Background: an optimization exercise with open tools, aiming at small area. Do not read the settings as production practice.
In this exercise RTL edits were held to simulation tests only and were not proved equivalent to the original.

lane 4:
// mrfm_dsp
module mrfm_dsp
  (input clock,
   input reset,
   input enable,
   input serial_strobe,
   input [6:0] serial_addr,
   input [31:0] serial_data,
   input [11:0] rx_a_a,
   input [11:0] rx_b_a,
   output [15:0] adc_out,
   output [15:0] filt_out,
   output strobe_out);
Size: roughly 510 flip-flops, about 100 I/O pins, about 0.036 mm^2 of cells after synthesis.
clock: 10.0 ns
lec_check: 0
abc_area: 1
cap_margin: 20
core_margin: 2
core_utilization: 50
cts_cluster_diameter: 100
cts_cluster_size: 26
slew_margin: 20
synth_hierarchical: 1
synth_minimum_keep_size: 0
run.sh (not shown) runs the stock make flow with config.mk's settings and CLKGATE_MAP_FILE= SYNTH_SCRIPT=/design/flow/synth_recipe.tcl, a recipe that flattens the netlist after the stock synthesis.
### lane 4 -> lane 3
--- a/flow/design.v
+++ b/flow/design.v
@@ -109,93 +109,90 @@
       if (reset | (wr_coeff & (caddr == 4'd7)))  c7  <= cdata;
       if (reset | (wr_coeff & (caddr == 4'd8)))  c8  <= cdata;
       if (reset | (wr_coeff & (caddr == 4'd9)))  c9  <= cdata;
       if (reset | (wr_coeff & (caddr == 4'd10))) c10 <= cdata;
       if (reset | (wr_coeff & (caddr == 4'd11))) c11 <= cdata;
    end
    reg [23:0] cread;
    always @*
      case (phase)
-       4'd0:  cread = c1;
        4'd1:  cread = c2;
        4'd2:  cread = c3;
        4'd3:  cread = c4;
        4'd4:  cread = c5;
        4'd6:  cread = c7;
        4'd7:  cread = c8;
        4'd8:  cread = c9;
        4'd9:  cread = c10;
        4'd10: cread = c11;
        default: cread = 24'd0;
      endcase
    reg [23:0] cq;
    always @(posedge clock)
      cq <= cread;
-   reg [15:0] x0, x1, x2;        
+   reg [15:0] x1, x2;            
    reg [23:0] y1a, y1b;          
    reg [23:0] y2a, y2b;          
    reg [49:0] acc;
    wire [23:0] scaled;
    reg         v1, v2;
    always @(posedge clock)
      if (reset) begin
         v1 <= 1'b0;
         v2 <= 1'b0;
      end else if (phase == 4'd14) begin
         v1 <= 1'b1;
         v2 <= v1;
      end
    always @(posedge clock)
      if (phase == 4'd0) begin
-        x0 <= adc0;
-        x1 <= x0;
+        x1 <= adc0;
         x2 <= x1;
      end
    always @(posedge clock)
      if (phase == 4'd7) begin
         y1a <= scaled;
         y1b <= y1a;
      end
    always @(posedge clock)
      if (phase == 4'd14) begin
         y2a <= scaled;
         y2b <= y2a;
      end
    assign filt_out = y2a[23:8] & {16{v1}};
-   wire        s_x2  = (phase == 4'd1) & v2;
-   wire        s_x1  = (phase == 4'd2) & v1;
-   wire        s_x0  = (phase == 4'd3);
+   wire        s_x2  = (phase == 4'd0) & v2 | (phase == 4'd2) & v1;
+   wire        s_x1  = (phase == 4'd3);
    wire        s_y1b = ((phase == 4'd4) | (phase == 4'd7)) & v2 | (phase == 4'd8) & v1;
    wire        s_y1a = (phase == 4'd5) & v1 | (phase == 4'd9);
    wire        s_y2b = (phase == 4'd10) & v2;
    wire        s_y2a = (phase == 4'd11) & v1;
-   wire [23:0] opa = ({24{s_x2}} & {x2, 8'd0}) | ({24{s_x1}} & {x1, 8'd0}) | ({24{s_x0}} & {x0, 8'd0})
+   wire [23:0] opa = ({24{s_x2}} & {x2, 8'd0}) | ({24{s_x1}} & {x1, 8'd0})
                    | ({24{s_y1b}} & y1b) | ({24{s_y1a}} & y1a)
                    | ({24{s_y2b}} & y2b) | ({24{s_y2a}} & y2a);
+   wire [23:0] opb = (phase == 4'd0) ? c1 : cq;
    wire [49:0] sum;
-   wire [49:0] accin = (phase == 4'd1) ? 50'h2000002000000 :
-                       (phase == 4'd7) ? 50'h1aaaaad000000 : acc;
-   wire [24:0] m_bb = {cq, 1'b0};
+   wire [49:0] accin = ((phase == 4'd0) | (phase == 4'd7)) ? 50'h1aaaaad000000 : acc;
+   wire [24:0] m_bb = {opb, 1'b0};
    wire [11:0] m_one, m_two, m_neg;
    wire [24:0] m_pp [0:11];
    genvar      m_i, m_j;
    generate for (m_i = 0; m_i < 12; m_i = m_i + 1) begin : g_booth
       assign m_neg[m_i] = m_bb[2*m_i+2];
       assign m_one[m_i] = m_bb[2*m_i+1] ^ m_bb[2*m_i];
       assign m_two[m_i] = (m_bb[2*m_i+2] & ~m_bb[2*m_i+1] & ~m_bb[2*m_i])
                         | (~m_bb[2*m_i+2] & m_bb[2*m_i+1] & m_bb[2*m_i]);
       assign m_pp[m_i][0] = (m_one[m_i] & opa[0]) ^ m_neg[m_i];
       for (m_j = 1; m_j < 24; m_j = m_j + 1) begin : g_pp
          assign m_pp[m_i][m_j] = ((m_one[m_i] & opa[m_j]) | (m_two[m_i] & opa[m_j-1])) ^ m_neg[m_i];
       end
       assign m_pp[m_i][24] = ~((m_one[m_i] | m_two[m_i]) & opa[23] ^ m_neg[m_i]);
    end endgenerate
-   wire        m_wrap = (opa == 24'h800000) & (cq == 24'h800000);
+   wire        m_wrap = (opa == 24'h800000) & (opb == 24'h800000);
    wire m_s1, m_c1; mac_ha m_h1(.a(m_pp[0][22]), .b(m_pp[1][20]), .s(m_s1), .co(m_c1));
    wire m_s2, m_c2; mac_ha m_h2(.a(m_pp[0][23]), .b(m_pp[1][21]), .s(m_s2), .co(m_c2));
    wire m_s3, m_c3; mac_ha m_h3(.a(m_pp[0][24]), .b(m_pp[1][22]), .s(m_s3), .co(m_c3));
    wire m_s4, m_c4; mac_ha m_h4(.a(m_pp[0][14]), .b(m_pp[1][12]), .s(m_s4), .co(m_c4));
    wire m_s5, m_c5; mac_ha m_h5(.a(m_pp[0][15]), .b(m_pp[1][13]), .s(m_s5), .co(m_c5));
    wire m_s6, m_c6; mac_fa m_f6(.a(m_pp[0][16]), .b(m_pp[1][14]), .c(m_pp[2][12]), .s(m_s6), .co(m_c6));
    wire m_s7, m_c7; mac_ha m_h7(.a(m_pp[3][10]), .b(m_pp[4][8]), .s(m_s7), .co(m_c7));
    wire m_s8, m_c8; mac_fa m_f8(.a(m_pp[0][17]), .b(m_pp[1][15]), .c(m_pp[2][13]), .s(m_s8), .co(m_c8));
    wire m_s9, m_c9; mac_ha m_h9(.a(m_pp[3][11]), .b(m_pp[4][9]), .s(m_s9), .co(m_c9));
[summary]
- When lane 3 is set beside lane 4, its sequential cell area turns out to be 2.9% smaller.
- Comparing lane 4 against lane 3, there is no change at all in layout clock buffer count.
- [compare] base=lane 4 new=lane 3: via count went down, post-synthesis net count went down, layout overhead on the synthesized area did not really move, worst slack after detailed placement went down.
- Lane 3 ended up with a higher relative slew slack than lane 4 did.
- Wire length reported by the detailed router went down by a few percent going from lane 4 to lane 3.

## static timing again, ports no longer ideal
In the flow no input, the clock included, has a driving cell. The finished layouts below were timed again as built, in two steps.
Step 1 sets driving cells, clkbuf_16 on the clock port and buf_2 on the other inputs (assumed; they add their load-dependent delay and slew).
Step 2 moves the port delays by t, midway between the first and last clock arrival at a register: inputs arrive t later, outputs are due t later. That takes back most of the time a late clock gives input paths.
Slacks: ideal / step 1 / step 2; pairs: ideal / step 1.
run | shift t [ns] | setup WS [ns] | pins driven straight from the clock port
lane 4 | 0.695 | 0.871 / 0.908 / 0.214 | 1
lane 3 | 0.679 | 0.830 / 0.830 / 0.235 | 1
After both steps setup and hold are still met in every run listed. For lane 4, which loses most, drivers alone change the setup slack by +0.037 ns; drivers and shift together by -0.657 ns.
